This is an optimization exercise on Yosys and OpenROAD, whose aim is small area and a short achievable clock period, not a production implementation.
Where RTL was checked, it was by simulation tests only, not by an equivalence proof against the original.

==> wip/maple: inputs <==
// alu
module alu #(
    parameter INST_W = 4,
    parameter INT_W  = 6,
    parameter FRAC_W = 10,
    parameter DATA_W = INT_W + FRAC_W
)(
    input                      i_clk,
    input                      i_rst_n,
    input                      i_in_valid,
    output                     o_busy,
    input         [INST_W-1:0] i_inst,
    input  signed [DATA_W-1:0] i_data_a,
    input  signed [DATA_W-1:0] i_data_b,
    output                     o_out_valid,
    output        [DATA_W-1:0] o_data
);
clock: 8.5 ns
lec_check: 0
abc_clock_period_in_ps: 3500
cap_margin: 20
core_margin: 2
core_utilization: 60
setup_slack_margin: 5
slew_margin: 20
run.sh (not shown) runs the stock make flow with config.mk's settings and CLKGATE_MAP_FILE= SYNTH_SCRIPT=/design/flow/synth_recipe.tcl, a recipe that flattens the netlist after the stock synthesis.
==> inputs of wip/yarrow, as changes to wip/maple <==
--- a/flow/design.v
+++ b/flow/design.v
@@ -72,26 +72,23 @@
         s_mul_r    <= op_mul;
         s_sp_r     <= op_sp & sp_mid;
         s_xor_r    <= op_xor | (op_sp & a_hi);
         s_rs_r     <= op_rs;
         s_lr_r     <= op_lr;
         s_clz_r    <= op_clz;
         s_rm_r     <= op_rm;
     end
-    wire [16:0] ye_d = {y_d, 1'b0};
-    reg  [7:0]  m_one, m_two;
-    wire [7:0]  m_neg;
+    wire [16:0] ye = {y_r, 1'b0};
+    wire [7:0]  m_one, m_two, m_neg;
     genvar gi;
     generate for (gi = 0; gi < 8; gi = gi + 1) begin : g_benc
-        always @(posedge i_clk) begin
-            m_one[gi] <= ye_d[2*gi+1] ^ ye_d[2*gi];
-            m_two[gi] <= (ye_d[2*gi+2] & ~ye_d[2*gi+1] & ~ye_d[2*gi]) | (~ye_d[2*gi+2] & ye_d[2*gi+1] & ye_d[2*gi]);
-        end
-        assign m_neg[gi] = y_r[2*gi+1];
+        assign m_one[gi] = ye[2*gi+1] ^ ye[2*gi];
+        assign m_two[gi] = (ye[2*gi+2] & ~ye[2*gi+1] & ~ye[2*gi]) | (~ye[2*gi+2] & ye[2*gi+1] & ye[2*gi]);
+        assign m_neg[gi] = ye[2*gi+2];
     end endgenerate
     reg  [19:0] acc [0:15];
     reg  [15:0] acc_v;
     wire [15:0] idx_dec = 16'd1 << x_r[3:0];
     reg  [19:0] op1;
     integer k;
     always @(*) begin
         op1 = {20{s_addsub_r}} & {{4{x_r[15]}}, x_r};
ABC_CLOCK_PERIOD_IN_PS = unset   (was 3500)
CORE_UTILIZATION = 40   (was 60)
SETUP_SLACK_MARGIN = unset   (was 5)
==> comparison <==
Via count: wip/yarrow is larger than wip/maple (4.0%). In wip/yarrow the die area is higher than in wip/maple, by about 56%. In wip/maple the synthesized area is lower than in wip/yarrow, by 4.5%. In wip/yarrow the synthesized cell count is higher than in wip/maple, by 15%.
No run of this note included a check of the RTL's function; only the layout flow was run.

---

==> wip/sierra: inputs <==
alu, a different RTL version from the one above (not shown whole).
export LEC_CHECK = 0
export ABC_CLOCK_PERIOD_IN_PS = 3500
export CAP_MARGIN = 20
export CORE_MARGIN = 2
export CORE_UTILIZATION = 50
export SETUP_SLACK_MARGIN = 5
export SLEW_MARGIN = 20
create_clock -name core_clock -period 8.5 [get_ports {i_clk}]
standard.sh (not shown) runs the stock make flow with config.mk's settings and CLKGATE_MAP_FILE= SYNTH_SCRIPT=/design/flow/synth_recipe.tcl, a recipe that flattens the netlist after the stock synthesis.
==> flow/flow/run.sh <==
#!/bin/bash
# Standard layout, with the port buffers made as buf_2 cells (the standard
# port buffering picks a slow delay cell).
set -euo pipefail
bash standard.sh BUFFER_PORTS_ARGS="-buffer_cell sky130_fd_sc_hd__buf_2" finish > flow_standard.log 2>&1
==> wip/onyx (differences from wip/sierra) <==
--- a/flow/design.v
+++ b/flow/design.v
@@ -59,13 +59,14 @@
         assign b_neg[gi] = ye[2*gi+2];
     end endgenerate
     wire [7:0] sp_one = {(a[15] ? (a[11] ? (a[10] ? 1'b1 : 1'b1) : 1'b0) : 1'b0), (a[15] ? (a[11] ? (a[10] ? 1'b1 : 1'b0) : 1'b0) : 1'b0), (a[15] ? (a[11] ? (a[10] ? 1'b1 : 1'b0) : 1'b1) : 1'b0), (a[15] ? (a[11] ? (a[10] ? 1'b1 : 1'b1) : 1'b0) : 1'b0), (a[15] ? (a[11] ? (a[10] ? 1'b1 : 1'b0) : 1'b0) : 1'b0), (a[15] ? (a[11] ? (a[10] ? 1'b1 : 1'b0) : 1'b1) : 1'b0), (a[15] ? (a[11] ? (a[10] ? 1'b1 : 1'b1) : 1'b0) : 1'b0), (a[15] ? (a[11] ? (a[10] ? 1'b1 : 1'b0) : 1'b1) : 1'b0)};
     wire [7:0] sp_two = {(a[15] ? (a[11] ? (a[10] ? 1'b0 : 1'b0) : 1'b0) : 1'b1), (a[15] ? (a[11] ? (a[10] ? 1'b0 : 1'b0) : 1'b1) : 1'b1), (a[15] ? (a[11] ? (a[10] ? 1'b0 : 1'b1) : 1'b0) : 1'b1), (a[15] ? (a[11] ? (a[10] ? 1'b0 : 1'b0) : 1'b0) : 1'b1), (a[15] ? (a[11] ? (a[10] ? 1'b0 : 1'b0) : 1'b1) : 1'b1), (a[15] ? (a[11] ? (a[10] ? 1'b0 : 1'b1) : 1'b0) : 1'b1), (a[15] ? (a[11] ? (a[10] ? 1'b0 : 1'b0) : 1'b0) : 1'b1), (a[15] ? (a[11] ? (a[10] ? 1'b0 : 1'b1) : 1'b0) : 1'b1)};
     wire [7:0] sp_neg = {(a[15] ? (a[11] ? (a[10] ? 1'b0 : 1'b0) : 1'b0) : 1'b0), (a[15] ? (a[11] ? (a[10] ? 1'b0 : 1'b0) : 1'b0) : 1'b0), (a[15] ? (a[11] ? (a[10] ? 1'b0 : 1'b1) : 1'b1) : 1'b0), (a[15] ? (a[11] ? (a[10] ? 1'b0 : 1'b0) : 1'b0) : 1'b0), (a[15] ? (a[11] ? (a[10] ? 1'b0 : 1'b0) : 1'b0) : 1'b0), (a[15] ? (a[11] ? (a[10] ? 1'b0 : 1'b1) : 1'b1) : 1'b0), (a[15] ? (a[11] ? (a[10] ? 1'b0 : 1'b0) : 1'b0) : 1'b0), (a[15] ? (a[11] ? (a[10] ? 1'b0 : 1'b1) : 1'b0) : 1'b0)};
-    assign m_one = op_sp ? sp_one : b_one;
-    assign m_two = op_sp ? sp_two : b_two;
-    assign m_neg = op_sp ? sp_neg : b_neg;
+    wire use_sp = op[2];
+    assign m_one = use_sp ? sp_one : b_one;
+    assign m_two = use_sp ? sp_two : b_two;
+    assign m_neg = use_sp ? sp_neg : b_neg;
     wire [16:0] pp0 = ({17{m_one[0]}} & xe | {17{m_two[0]}} & xs) ^ {17{m_neg[0]}};
     wire [16:0] pp1 = ({17{m_one[1]}} & xe | {17{m_two[1]}} & xs) ^ {17{m_neg[1]}};
     wire [16:0] pp2 = ({17{m_one[2]}} & xe | {17{m_two[2]}} & xs) ^ {17{m_neg[2]}};
     wire [16:0] pp3 = ({17{m_one[3]}} & xe | {17{m_two[3]}} & xs) ^ {17{m_neg[3]}};
     wire [16:0] pp4 = ({17{m_one[4]}} & xe | {17{m_two[4]}} & xs) ^ {17{m_neg[4]}};
@@ -306,28 +307,28 @@
     wire fc232;
     wire fs233;
     wire fc234;
     wire hs235;
     wire hc236;
-    wire kc9_0 = op_sp ? (a[15] ? (a[11] ? (a[10] ? 1'b0 : 1'b0) : 1'b0) : 1'b0) : 1'b1;
-    wire kc10_0 = op_sp ? (a[15] ? (a[11] ? (a[10] ? 1'b0 : 1'b1) : 1'b1) : 1'b0) : 1'b0;
-    wire kc11_0 = op_sp ? (a[15] ? (a[11] ? (a[10] ? 1'b1 : 1'b0) : 1'b1) : 1'b1) : 1'b0;
-    wire kc12_0 = op_sp ? (a[15] ? (a[11] ? (a[10] ? 1'b0 : 1'b1) : 1'b0) : 1'b0) : 1'b0;
-    wire kc13_0 = op_sp ? (a[15] ? (a[11] ? (a[10] ? 1'b1 : 1'b1) : 1'b1) : 1'b1) : 1'b0;
-    wire kc13_1 = op_sp ? (a[15] ? (a[11] ? (a[10] ? 1'b0 : 1'b1) : 1'b1) : 1'b0) : 1'b0;
-    wire kc15_0 = op_sp ? (a[15] ? (a[11] ? (a[10] ? 1'b0 : 1'b0) : 1'b1) : 1'b0) : 1'b0;
-    wire kc16_0 = op_sp ? (a[15] ? (a[11] ? (a[10] ? 1'b0 : 1'b0) : 1'b0) : 1'b0) : 1'b1;
-    wire kc17_0 = op_sp ? (a[15] ? (a[11] ? (a[10] ? 1'b1 : 1'b0) : 1'b0) : 1'b1) : 1'b1;
-    wire kc18_0 = op_sp ? (a[15] ? (a[11] ? (a[10] ? 1'b1 : 1'b1) : 1'b0) : 1'b1) : 1'b0;
-    wire kc19_0 = op_sp ? (a[15] ? (a[11] ? (a[10] ? 1'b0 : 1'b0) : 1'b0) : 1'b0) : 1'b1;
-    wire kc20_0 = op_sp ? (a[15] ? (a[11] ? (a[10] ? 1'b1 : 1'b0) : 1'b0) : 1'b1) : 1'b0;
-    wire kc21_0 = op_sp ? (a[15] ? (a[11] ? (a[10] ? 1'b0 : 1'b1) : 1'b0) : 1'b0) : 1'b1;
-    wire kc22_0 = op_sp ? (a[15] ? (a[11] ? (a[10] ? 1'b1 : 1'b1) : 1'b0) : 1'b1) : 1'b0;
-    wire kc23_0 = op_sp ? (a[15] ? (a[11] ? (a[10] ? 1'b0 : 1'b1) : 1'b0) : 1'b0) : 1'b1;
-    wire kc24_0 = op_sp ? (a[15] ? (a[11] ? (a[10] ? 1'b1 : 1'b0) : 1'b0) : 1'b1) : 1'b0;
-    wire kc25_0 = op_sp ? (a[15] ? (a[11] ? (a[10] ? 1'b0 : 1'b0) : 1'b0) : 1'b0) : 1'b1;
-    wire kc26_0 = op_sp ? (a[15] ? (a[11] ? (a[10] ? 1'b1 : 1'b1) : 1'b1) : 1'b1) : 1'b0;
+    wire kc9_0 = use_sp ? (a[15] ? (a[11] ? (a[10] ? 1'b0 : 1'b0) : 1'b0) : 1'b0) : 1'b1;
+    wire kc10_0 = use_sp ? (a[15] ? (a[11] ? (a[10] ? 1'b0 : 1'b1) : 1'b1) : 1'b0) : 1'b0;
+    wire kc11_0 = use_sp ? (a[15] ? (a[11] ? (a[10] ? 1'b1 : 1'b0) : 1'b1) : 1'b1) : 1'b0;
+    wire kc12_0 = use_sp ? (a[15] ? (a[11] ? (a[10] ? 1'b0 : 1'b1) : 1'b0) : 1'b0) : 1'b0;
+    wire kc13_0 = use_sp ? (a[15] ? (a[11] ? (a[10] ? 1'b1 : 1'b1) : 1'b1) : 1'b1) : 1'b0;
+    wire kc13_1 = use_sp ? (a[15] ? (a[11] ? (a[10] ? 1'b0 : 1'b1) : 1'b1) : 1'b0) : 1'b0;
+    wire kc15_0 = use_sp ? (a[15] ? (a[11] ? (a[10] ? 1'b0 : 1'b0) : 1'b1) : 1'b0) : 1'b0;
+    wire kc16_0 = use_sp ? (a[15] ? (a[11] ? (a[10] ? 1'b0 : 1'b0) : 1'b0) : 1'b0) : 1'b1;
+    wire kc17_0 = use_sp ? (a[15] ? (a[11] ? (a[10] ? 1'b1 : 1'b0) : 1'b0) : 1'b1) : 1'b1;
+    wire kc18_0 = use_sp ? (a[15] ? (a[11] ? (a[10] ? 1'b1 : 1'b1) : 1'b0) : 1'b1) : 1'b0;
+    wire kc19_0 = use_sp ? (a[15] ? (a[11] ? (a[10] ? 1'b0 : 1'b0) : 1'b0) : 1'b0) : 1'b1;
+    wire kc20_0 = use_sp ? (a[15] ? (a[11] ? (a[10] ? 1'b1 : 1'b0) : 1'b0) : 1'b1) : 1'b0;
+    wire kc21_0 = use_sp ? (a[15] ? (a[11] ? (a[10] ? 1'b0 : 1'b1) : 1'b0) : 1'b0) : 1'b1;
+    wire kc22_0 = use_sp ? (a[15] ? (a[11] ? (a[10] ? 1'b1 : 1'b1) : 1'b0) : 1'b1) : 1'b0;
+    wire kc23_0 = use_sp ? (a[15] ? (a[11] ? (a[10] ? 1'b0 : 1'b1) : 1'b0) : 1'b0) : 1'b1;
+    wire kc24_0 = use_sp ? (a[15] ? (a[11] ? (a[10] ? 1'b1 : 1'b0) : 1'b0) : 1'b1) : 1'b0;
+    wire kc25_0 = use_sp ? (a[15] ? (a[11] ? (a[10] ? 1'b0 : 1'b0) : 1'b0) : 1'b0) : 1'b1;
+    wire kc26_0 = use_sp ? (a[15] ? (a[11] ? (a[10] ? 1'b1 : 1'b1) : 1'b1) : 1'b1) : 1'b0;
     assign fs1 = m_neg[5] ^ kc10_0 ^ pp0[10];
     assign fc2 = (m_neg[5] & kc10_0) | (m_neg[5] & pp0[10]) | (kc10_0 & pp0[10]);
     assign fs3 = kc11_0 ^ pp0[11] ^ pp1[9];
     assign fc4 = (kc11_0 & pp0[11]) | (kc11_0 & pp1[9]) | (pp0[11] & pp1[9]);
     assign fs5 = m_neg[6] ^ kc12_0 ^ pp0[12];
@@ -624,16 +625,19 @@
     assign hc236 = 1'b1 & mr[104];
     wire [31:0] pr_a = {1'b1, mr[105], hs235, fs233, fs231, fs229, fs227, fs225, fs223, fs221, fs219, fs217, fs215, fs213, fs211, fs209, fs207, fs205, fs203, fs201, fs199, fs197, fs195, fs193, fs191, fs189, fs187, fs185, hs183, mr[5], mr[2], mr[0]};
     wire [31:0] pr_b = {1'b0, hc236, fc234, fc232, fc230, fc228, fc226, fc224, fc222, fc220, fc218, fc216, fc214, fc212, fc210, fc208, fc206, fc204, fc202, fc200, fc198, fc196, fc194, fc192, fc190, fc188, fc186, hc184, hc182, hs181, 1'b0, mr[1]};
     wire [25:0] lo  = {1'b0, pr_a[24:0]} + {1'b0, pr_b[24:0]};
     wire        c25 = lo[25];
-    wire [6:0]  hi  = pr_a[31:25] + pr_b[31:25];
-    wire        ok0 = (hi == 7'd0)   | (hi == 7'd127);    
-    wire        ok1 = (hi == 7'd127) | (hi == 7'd126);
+    wire [6:0]  ha_ = pr_a[31:25], hb_ = pr_b[31:25];
+    wire [6:0]  hx  = ha_ ^ hb_;
+    wire        z0  = &(hx[6:1] ~^ (ha_[5:0] | hb_[5:0]));    
+    wire        z1  = &(~hx[6:1] ~^ (ha_[5:0] & hb_[5:0]));   
+    wire        ok0 = (z0 & ~hx[0]) | (z1 & hx[0]);           
+    wire        ok1 = (z0 & hx[0]) | (z1 & ~hx[0]);           
     wire        mul_ok = c25 ? ok1 : ok0;
-    wire        p25 = hi[0] ^ c25;
-    wire        p26 = hi[1] ^ (hi[0] & c25);
+    wire        p25 = hx[0] ^ c25;
+    wire        p26 = hx[1] ^ ((ha_[0] & hb_[0]) | (hx[0] & c25));
     wire        mul_sgn = xa[15] ^ y_r[15];    
     wire [15:0] mul_res = mul_ok ? {p25, lo[24:10]} : {mul_sgn, {15{~mul_sgn}}};
     wire [15:0] sp_res  = {5'd0, p26, p25, lo[24:16]};    
     wire [31:0] rot2 = {xa, xa} >> y_r[3:0];
     wire [15:0] rot  = rot2[15:0];
@@ -652,18 +656,21 @@
     reg [12:0] match4;
     always @(*) begin
         for (j = 0; j < 13; j = j + 1)
             match4[j] = (xa[j+:4] == y_r[(15-j)-:4]);
     end
-    wire [15:0] res = ({16{s_sum_r}} & sum_sat)
-                    | ({16{s_mul_r}} & mul_res)
-                    | ({16{s_sp_r }} & sp_res)
-                    | ({16{s_xor_r}} & (xa ^ y_r))
-                    | ({16{s_rs_r }} & rs_res)
-                    | ({16{s_lr_r }} & rot)
-                    | ({16{s_clz_r}} & {11'd0, zcnt})
-                    | ({16{s_rm_r }} & {3'd0, match4});
-    reg [15:0] odata_r;
-    always @(posedge i_clk)
-        odata_r <= res;
-    assign o_data = odata_r;
+    wire [15:0] res_m = s_sp_r ? sp_res : mul_res;
+    wire [15:0] res_o = ({16{s_sum_r}} & sum_sat)
+                      | ({16{s_xor_r}} & (xa ^ y_r))
+                      | ({16{s_rs_r }} & rs_res)
+                      | ({16{s_lr_r }} & rot)
+                      | ({16{s_clz_r}} & {11'd0, zcnt})
+                      | ({16{s_rm_r }} & {3'd0, match4});
+    reg [15:0] odata_m, odata_o;
+    reg        osel_m;
+    always @(posedge i_clk) begin
+        odata_m <= res_m;
+        odata_o <= res_o;
+        osel_m  <= s_mul_r | s_sp_r;
+    end
+    assign o_data = osel_m ? odata_m : odata_o;
 endmodule
==> flow/run.sh (new file) <==
#!/bin/bash
# synth_recipe.tcl (not shown) runs the flow's synth.tcl, then flattens the netlist and writes it again
# the make line also repeats each setting of config.mk as NAME=value (left out here)
make -C /OpenROAD-flow-scripts/flow DESIGN_CONFIG=/design/flow/config.mk WORK_HOME=/design/flow/orfs CLKGATE_MAP_FILE= SYNTH_SCRIPT=/design/flow/synth_recipe.tcl finish
removed: flow/flow/run.sh
removed: flow/standard.sh
==> wip/delta (differences from wip/sierra) <==
--- a/flow/design.v
+++ b/flow/design.v
@@ -493,20 +493,13 @@
         s_rs_r     <= op_rs;
         s_lr_r     <= op_lr;
         s_clz_r    <= op_clz;
         s_rm_r     <= op_rm;
     end
-    wire [15:0] xa = x_r[15:0];
     wire [15:0] idx_dec = 16'd1 << idx_r;
-    wire [15:0] slo = {1'b0, x_r[14:0]} + {1'b0, y_r[14:0]} + {15'd0, s_cin_r};
-    wire        c15 = slo[15];
-    wire [4:0]  shi = x_r[19:15] + {5{y_r[15]}};
-    wire [4:0]  shi1 = shi + 5'd1;
-    wire [19:0] sum = {c15 ? shi1 : shi, slo[14:0]};
-    wire        sok0 = (shi == 5'd0)  | (shi == 5'd31);
-    wire        sok1 = (shi == 5'd31) | (shi == 5'd30);
-    wire        sum_ok = c15 ? sok1 : sok0;
+    wire [19:0] sum = x_r + {{4{y_r[15]}}, y_r} + {19'd0, s_cin_r};
+    wire        sum_ok = (sum[19:15] == 5'b00000) | (sum[19:15] == 5'b11111);
     wire [15:0] sum_sat = sum_ok ? sum[15:0] : {sum[19], {15{~sum[19]}}};
     wire acc_we = busy_r & s_acc_r;
     always @(posedge i_clk or negedge i_rst_n) begin
         if (!i_rst_n)
             acc_v <= 16'd0;
@@ -622,21 +615,15 @@
     assign fc234 = (mr[102] & mr[103]) | (mr[102] & fc180) | (mr[103] & fc180);
     assign hs235 = 1'b1 ^ mr[104];
     assign hc236 = 1'b1 & mr[104];
     wire [31:0] pr_a = {1'b1, mr[105], hs235, fs233, fs231, fs229, fs227, fs225, fs223, fs221, fs219, fs217, fs215, fs213, fs211, fs209, fs207, fs205, fs203, fs201, fs199, fs197, fs195, fs193, fs191, fs189, fs187, fs185, hs183, mr[5], mr[2], mr[0]};
     wire [31:0] pr_b = {1'b0, hc236, fc234, fc232, fc230, fc228, fc226, fc224, fc222, fc220, fc218, fc216, fc214, fc212, fc210, fc208, fc206, fc204, fc202, fc200, fc198, fc196, fc194, fc192, fc190, fc188, fc186, hc184, hc182, hs181, 1'b0, mr[1]};
-    wire [25:0] lo  = {1'b0, pr_a[24:0]} + {1'b0, pr_b[24:0]};
-    wire        c25 = lo[25];
-    wire [6:0]  hi  = pr_a[31:25] + pr_b[31:25];
-    wire        ok0 = (hi == 7'd0)   | (hi == 7'd127);    
-    wire        ok1 = (hi == 7'd127) | (hi == 7'd126);
-    wire        mul_ok = c25 ? ok1 : ok0;
-    wire        p25 = hi[0] ^ c25;
-    wire        p26 = hi[1] ^ (hi[0] & c25);
-    wire        mul_sgn = xa[15] ^ y_r[15];    
-    wire [15:0] mul_res = mul_ok ? {p25, lo[24:10]} : {mul_sgn, {15{~mul_sgn}}};
-    wire [15:0] sp_res  = {5'd0, p26, p25, lo[24:16]};    
+    wire [31:0] prod = pr_a + pr_b;    
+    wire        mul_ok = (prod[31:25] == 7'b0000000) | (prod[31:25] == 7'b1111111);
+    wire [15:0] mul_res = mul_ok ? prod[25:10] : {prod[31], {15{~prod[31]}}};
+    wire [15:0] sp_res  = prod[31:16];
+    wire [15:0] xa = x_r[15:0];
     wire [31:0] rot2 = {xa, xa} >> y_r[3:0];
     wire [15:0] rot  = rot2[15:0];
     reg  [15:0] rs_res;
     integer j;
     always @(*) begin
==> flow/run.sh (new file) <==
#!/bin/bash
# synth_recipe.tcl (not shown) runs the flow's synth.tcl, then flattens the netlist and writes it again
# the make line also repeats each setting of config.mk as NAME=value (left out here)
make -C /OpenROAD-flow-scripts/flow DESIGN_CONFIG=/design/flow/config.mk WORK_HOME=/design/flow/orfs CLKGATE_MAP_FILE= SYNTH_SCRIPT=/design/flow/synth_recipe.tcl finish
removed: flow/flow/run.sh
removed: flow/standard.sh
==> notes <==
Between wip/onyx and wip/sierra, the lower design area is in wip/sierra (gap about 1.8%, measured against wip/sierra). The lowest sequential share of layout area belongs to wip/delta, the highest to wip/onyx. Worst hold slack: wip/onyx < wip/sierra < wip/delta. The lowest utilization belongs to wip/onyx, the highest to wip/delta. Between wip/delta and wip/sierra, the lower non-clock buffer count is in wip/sierra (gap 36). Register-to-register slack, highest first: wip/onyx, wip/sierra, wip/delta.
==> figures <==
| quantity | wip/sierra | wip/onyx | wip/delta |
|---|---|---|---|
| Post-route cell area | 32900 um2 | 33600 um2 | 33900 um2 |
| Run status | timing/DRC/antenna clean | timing/DRC/antenna clean | timing/DRC/antenna clean |
| Final critical-path setup slack | 4.42 ns | 4.79 ns | 4.06 ns |
| Final hold slack | 0.459 ns | 0.427 ns | 0.461 ns |
| Required time of the critical path | 9.07 ns | 8.96 ns | 8.97 ns |
| Share of the synthesized netlist area taken by xor and xnor gates | 7.29% | 7.56% | 7.41% |
| Post-Syn Area | 27100 um2 | 27600 um2 | 27300 um2 |
| Register-to-register setup slack | 4.57 ns | 4.79 ns | 4.06 ns |
| Number of detailed-route iterations in the first pass | 7 | 6 | 5 |
| End of the critical path | mr[48] | odata_m[8] | odata_r[3] |
| Via/cell ratio | 6.24 | 6.29 | 6.39 |
| Critical path launch point type | primary input | flip-flop | flip-flop |
| Crit Reg-Reg Endpoint | odata_r[9] | odata_m[8] | odata_r[3] |
| Number of cells on the critical path | 15 | 15 | 18 |
| Multiplexer fraction of the synthesized cell area | 2.77% | 2.74% | 1.59% |
| Total buffers and inverters traversed by the critical path | 5 | 4 | 5 |
The RTL of wip/sierra and wip/delta was laid out without a check of its function.

[what the ideal ports hide]
In the flow no input, the clock included, has a driving cell. The finished layouts below were timed again as built, in two steps. Step 1 assumes that a clkbuf_16 drives the clock port and a buf_2 every other input. Step 2 also shifts input and output timing later by t, the mid clock arrival at the registers, as if the neighbouring blocks saw the same clock. Three values: ideal ports, drivers, drivers and shift; two values: the first two.
| run | t, ns | slack for setup (ns) | worst slew at a driven data input, ns |
|---|---|---|---|
| wip/maple | 0.635 | 2.713 / 2.713 / 2.713 | 0.05 |
| wip/yarrow | 0.589 | 0.675 / 0.675 / 0.675 | 0.05 |
| wip/sierra | 0.677 | 4.420 / 4.436 / 3.759 | 0.07 |
| wip/onyx | 0.677 | 4.786 / 4.786 / 4.240 | 0.14 |
| wip/delta | 0.676 | 4.062 / 4.062 / 3.702 | 0.12 |
After both steps setup and hold are still met in every run listed. The setup slack of wip/sierra, which loses most, moves by +0.016 ns with the drivers and by -0.661 ns with both steps.
